Background: an optimization exercise with open tools, aiming at small area and a short achievable clock period. Do not read the settings as production practice.
In this exercise RTL edits were held to simulation tests only and were not proved equivalent to the original.
Power figures rest on the tool's default switching activity, not on a simulated workload.

## barrel_shifter
module barrel_shifter (
    input  logic        i_clk,
    input  logic        i_signed,
    input  logic        i_shift_left,
    input  logic [4:0]  i_shift_amt,
    input  logic [31:0] i_data,
    output logic [31:0] o_data
);
Size: roughly 270 cells after synthesis, roughly 32 flip-flops, about 2100 um2 of cells after synthesis.
Settings: LEC_CHECK=0, CAP_MARGIN=20, CORE_MARGIN=2, CORE_UTILIZATION=40, SLEW_MARGIN=20, SYNTH_HIERARCHICAL=1, SYNTH_MINIMUM_KEEP_SIZE=0; clock period 3.5 ns.
run.sh (not shown) runs the stock make flow with config.mk's settings and CLKGATE_MAP_FILE= SYNTH_SCRIPT=/design/flow/synth_recipe.tcl, a recipe that flattens the netlist after the stock synthesis.
==> next run, changes <==
SETUP_SLACK_MARGIN = 1.4   (was default)
Effect:
- The new run went through all stages and came out clean
- die area stays the same
- cell count is higher by a little under a tenth
- sequential power grows slightly
- synthesized cell count is unchanged
- wire length increases by well over a third
==> next run, changes <==
SETUP_SLACK_MARGIN = 0.8   (was 1.4)
The changed run finished clean.
Synthesized area stays the same.
Routed wire length went down by 34%.
First-iteration DRC count shrinks by 41%.
Sequential cell count is unchanged.
==> next run, changes <==
==> flow/flow/run.sh (new file) <==
#!/bin/bash
set -e
export BUFFER_PORTS_ARGS="-buffer_cell sky130_fd_sc_hd__buf_1"
bash standard.sh > standard.log 2>&1
==> flow/standard.sh (new file) <==
#!/bin/bash
# synth_recipe.tcl (not shown) runs the flow's synth.tcl, then flattens the netlist and writes it again
# the make line also repeats each setting of config.mk as NAME=value (left out here)
make -C /OpenROAD-flow-scripts/flow DESIGN_CONFIG=/design/flow/config.mk WORK_HOME=/design/flow/orfs CLKGATE_MAP_FILE= SYNTH_SCRIPT=/design/flow/synth_recipe.tcl "${@:-finish}"
SETUP_SLACK_MARGIN = default   (was 0.8)
removed: flow/run.sh
Result:
- The changed run finished with timing, DRC and antenna clean
- cell count is lower by 1.8%
- total power is lower by 18%
- routed wire length is lower by 23%
- hold slack improved by 0.16 ns
- core utilization is lower by 19 points
- synthesized cell count is unchanged
- non-clock buffer count is lower by 4
- setup slack improved by 0.068 ns
- via count is lower by 11%
- flip-flop and latch count stays the same

---

Setup of indigo:
barrel_shifter, a different RTL version from the one above (not shown whole).
Size: roughly 32 flip-flops, roughly 72 I/O pins, about 0.0025 sq mm of cells after synthesis.
Settings: LEC_CHECK=0, CAP_MARGIN=20, CORE_MARGIN=2, CORE_UTILIZATION=65, GPL_TIMING_DRIVEN=0, PLACE_DENSITY=0.85, SLEW_MARGIN=20, SYNTH_HIERARCHICAL=1, SYNTH_MINIMUM_KEEP_SIZE=0; clock period 3.5 ns.
standard.sh (not shown) runs the stock make flow with config.mk's settings and CLKGATE_MAP_FILE= SYNTH_SCRIPT=/design/flow/synth_recipe.tcl, a recipe that flattens the netlist after the stock synthesis.
==> flow/flow/run.sh <==
#!/bin/bash
set -e
here=$(pwd)
export BUFFER_PORTS_ARGS="-buffer_cell sky130_fd_sc_hd__buf_1"
export POST_FLOORPLAN_TCL="$here/flow/post_floorplan.tcl"
export PRE_RESIZE_TCL="$here/flow/pre_resize.tcl"
bash standard.sh > standard.log 2>&1
==> flow/flow/sizing.tcl <==
# Drive-strength sizing by load, used by post_floorplan.tcl and
# pre_resize.tcl. The load of a driver counts each input pin it drives by
# half the drive strength of that pin's cell, rounded up (a rough stand-in
# for its input capacitance), and each output port as 1.
proc load_of { inst } {
  foreach it [$inst getITerms] {
    if { [$it isOutputSignal] } {
      set net [$it getNet]
      if { $net == "NULL" } { return 0 }
      set n [llength [$net getBTerms]]
      foreach l [$net getITerms] {
        if { [$l isOutputSignal] } { continue }
        if { [regexp {_([0-9]+)$} [[[$l getInst] getMaster] getName] -> s] && $s > 1 } {
          incr n [expr { ($s + 1) / 2 }]
        } else {
          incr n
        }
      }
      return $n
    }
  }
  return 0
}
# Smallest drive strength whose capacity covers the load.
proc size_inst { inst } {
  set caps {1 3 2 6 4 20 6 30 8 1000}
  set m [[$inst getMaster] getName]
  if { ![regexp {^sky130_fd_sc_hd__([a-z0-9]+)_([0-9]+)$} $m -> base size] } { return }
  if { [string match "df*" $base] || [string match "tap*" $base] || [string match "clk*" $base] } { return }
  set fo [load_of $inst]
  set best ""
  foreach {s cap} $caps {
    set cand [[ord::get_db] findMaster "sky130_fd_sc_hd__${base}_$s"]
    if { $cand == "NULL" } { continue }
    set best $cand
    if { $fo <= $cap } { break }
  }
  if { $best != "" && [$best getName] != $m } {
    puts "resize [$inst getName]: $m -> [$best getName] (load $fo)"
    $inst swapMaster $best
  }
}
# Size the given instances, those with the largest loads first so that
# their drivers see their final sizes (two passes).
proc size_insts { insts } {
  for {set pass 0} {$pass < 2} {incr pass} {
    foreach inst $insts { size_inst $inst }
  }
}
Other scripts of this flow, unchanged in this note and not shown: flow/flow/post_floorplan.tcl, flow/flow/pre_resize.tcl
#### Input delta (juniper over indigo)
# indigo
export LEC_CHECK = 0
export CAP_MARGIN = 20
export CORE_MARGIN = 2
export CORE_UTILIZATION = 65
export GPL_TIMING_DRIVEN = 0
export PLACE_DENSITY = 0.85
export SLEW_MARGIN = 20
export SYNTH_HIERARCHICAL = 1
export SYNTH_MINIMUM_KEEP_SIZE = 0
create_clock -name core_clock -period 3.5 [get_ports {i_clk}]
# juniper
export LEC_CHECK = 0
export CAP_MARGIN = 20
export CORE_MARGIN = 2
export CORE_UTILIZATION = 65
export CTS_BUF_LIST = sky130_fd_sc_hd__clkbuf_4 sky130_fd_sc_hd__clkbuf_8
export GPL_TIMING_DRIVEN = 0
export SLEW_MARGIN = 20
export SYNTH_HIERARCHICAL = 1
export SYNTH_MINIMUM_KEEP_SIZE = 0
create_clock -name core_clock -period 3.5 [get_ports {i_clk}]
-- flow/flow/sizing.tcl --
<<< indigo, line 29
  if { [string match "df*" $base] || [string match "tap*" $base] || [string match "clk*" $base] } { return }
  set fo [load_of $inst]
>>> juniper, line 29
  if { [string match "df*" $base] || [string match "tap*" $base] || [string match "clk*" $base] } { return }
  # XOR gates only drive the select inverters; keep them small
  if { [string match "x*or2" $base] } { return }
  set fo [load_of $inst]
==> comparison <==
Comparing the two runs side by side, juniper comes out behind indigo on slack of the critical path.
Compared with indigo, biggest fanout along the worst timing path in juniper increased by more than half.
In summary, juniper completed successfully, with a layout that passed the timing, design-rule and antenna checks.
Routed length per placed instance up 0.44 microns in juniper wrt indigo
Routed wire in juniper totals more than in indigo.
indigo → juniper: overall power grew by 26 uW; final area shrank by 50 sq um; synthesis-to-finish area growth shrank by 2.0 points.
Delta(achievable clock frequency, juniper - indigo) < 0
A destination of the critical timing path of q_n[2] is what juniper shows, while q_n[15] belongs to indigo.
Between indigo and juniper, total vias in the final route is lower for juniper, indigo comes in above that.
Going from indigo to juniper, combinational share of power moved down; total net switching power level.
Edits applied to the flow inputs when going from juniper to maple:
# juniper
export LEC_CHECK = 0
export CAP_MARGIN = 20
export CORE_MARGIN = 2
export CORE_UTILIZATION = 65
export CTS_BUF_LIST = sky130_fd_sc_hd__clkbuf_4 sky130_fd_sc_hd__clkbuf_8
export GPL_TIMING_DRIVEN = 0
export SLEW_MARGIN = 20
export SYNTH_HIERARCHICAL = 1
export SYNTH_MINIMUM_KEEP_SIZE = 0
create_clock -name core_clock -period 3.5 [get_ports {i_clk}]
# maple
export LEC_CHECK = 0
export CAP_MARGIN = 20
export CORE_MARGIN = 2
export CORE_UTILIZATION = 50
export GPL_TIMING_DRIVEN = 0
export PLACE_DENSITY = 0.8
export SLEW_MARGIN = 20
export SYNTH_HIERARCHICAL = 1
export SYNTH_MINIMUM_KEEP_SIZE = 0
create_clock -name core_clock -period 3.5 [get_ports {i_clk}]
-- flow/flow/run.sh --
<<< juniper, line 6
export PRE_RESIZE_TCL="$here/flow/pre_resize.tcl"
bash standard.sh > standard.log 2>&1
>>> maple, line 6
export PRE_RESIZE_TCL="$here/flow/pre_resize.tcl"
# CTS without dummy balancing loads (cells with no output, area only)
export CTS_ARGS="-sink_clustering_enable -repair_clock_nets -dont_use_dummy_load"
bash standard.sh > standard.log 2>&1
-- flow/flow/sizing.tcl --
<<< juniper, line 29
  if { [string match "df*" $base] || [string match "tap*" $base] || [string match "clk*" $base] } { return }
  # XOR gates only drive the select inverters; keep them small
  if { [string match "x*or2" $base] } { return }
  set fo [load_of $inst]
>>> maple, line 29
  if { [string match "df*" $base] || [string match "tap*" $base] || [string match "clk*" $base] } { return }
  set fo [load_of $inst]
Results
juniper -> maple: overall power after layout decreased by a few percent. From juniper to maple the numbers moved as follows: final standard cell area without fillers grew by 2.0%, share of total power in combinational logic grew by 2.4 points, global-route wire length before repair grew by about 3.7%, routed wire length shrank by 1.3%, die area grew by about 28%.

---

barrel_shifter, a different RTL version from the one above (not shown whole).
Size in the first run: roughly 240 cells after synthesis, ~32 flip-flops, ~72 I/O pins, about 2100 um^2 of cells after synthesis.
==> flow/config.mk <==
export PLATFORM = sky130hd
export DESIGN_NAME = barrel_shifter
export DESIGN_NICKNAME = barrel_shifter
export VERILOG_FILES = /design/flow/design.v
export SDC_FILE = /design/flow/constraint.sdc
export NUM_CORES = 4
export LEC_CHECK = 0
export CAP_MARGIN = 20
export CORE_MARGIN = 2
export CORE_UTILIZATION = 40
export SLEW_MARGIN = 20
export SYNTH_HIERARCHICAL = 1
export SYNTH_MINIMUM_KEEP_SIZE = 0
==> flow/constraint.sdc <==
create_clock -name core_clock -period 3.5 [get_ports {i_clk}]
set_input_delay 0.7000 -clock core_clock [delete_from_list [all_inputs] [get_ports {i_clk}]]
set_output_delay 0.7000 -clock core_clock [all_outputs]
set_load 0.01 [all_outputs]
==> flow/flow/run.sh <==
#!/bin/bash
set -e
export BUFFER_PORTS_ARGS="-buffer_cell sky130_fd_sc_hd__buf_1"
bash standard.sh > standard.log 2>&1
The starting point completed with no timing, DRC or antenna violations.
Edit:
Settings changed: SLEW_MARGIN 20 to 85.
The new run produced a clean layout.
Core utilization came out higher by 30 points.
Final area rose by 59%.
Critical path depth is higher by 5.
Worst setup slack improved by 0.099 ns.
Clock-buffer cell count went down by 1.
Wire length increases by 29%.
Power increases by 40%.
Cell count rises by 7.0%.
First-iteration DRC count falls by 5.2%.
Clock power went up by 16%.

## port drivers added, routing unchanged
How much do the figures lean on ideal ports? The routed layouts below were timed once more, with nothing changed but the port constraints.
Step 1 sets driving cells, clkbuf_16 on the clock port and buf_2 on the other inputs (assumed; they add their load-dependent delay and slew).
Step 2 times the ports against the registers' clock, not the clock port: input delays grow and output delays shrink by t, the midpoint of the rising clock arrivals with the driver on.
Three values: no drivers, after step 1, after step 2; two values: the first two.
run | t (ns) | slack for setup (ns) | worst setup path at the end | clock arrival spread, ns | worst data-port slew with drivers (ns)
the first run of note 1 | 0.312 | 0.512 / 0.519 / 0.207 | input to register | 0.006 / 0.005 | 0.03
the second run of note 1 | 0.316 | 1.066 / 1.051 / 0.735 | input to register | 0.011 / 0.010 | 0.06
the third run of note 1 | 0.308 | 0.799 / 0.801 / 0.493 | input to register | 0.011 / 0.011 | 0.04
the fourth run of note 1 | 0.305 | 0.867 / 0.865 / 0.559 | input to register | 0.007 / 0.007 | 0.03
indigo | 0.312 | 1.331 / 1.329 / 1.017 | input to register | 0.010 / 0.009 | 0.04
juniper | 0.322 | 1.302 / 1.300 / 0.978 | input to register | 0.011 / 0.010 | 0.04
maple | 0.296 | 1.333 / 1.313 / 1.017 | input to register | 0.014 / 0.014 | 0.05
the first run of note 3 | 0.308 | 0.979 / 0.984 / 0.676 | input to register | 0.010 / 0.010 | 0.03
the second run of note 3 | 0.314 | 1.078 / 1.088 / 0.774 | input to register | 0.007 / 0.007 | 0.04
After both steps every run listed still meets setup and hold. For the second run of note 1, which loses most, drivers alone change the setup slack by -0.015 ns; drivers and shift together by -0.331 ns.
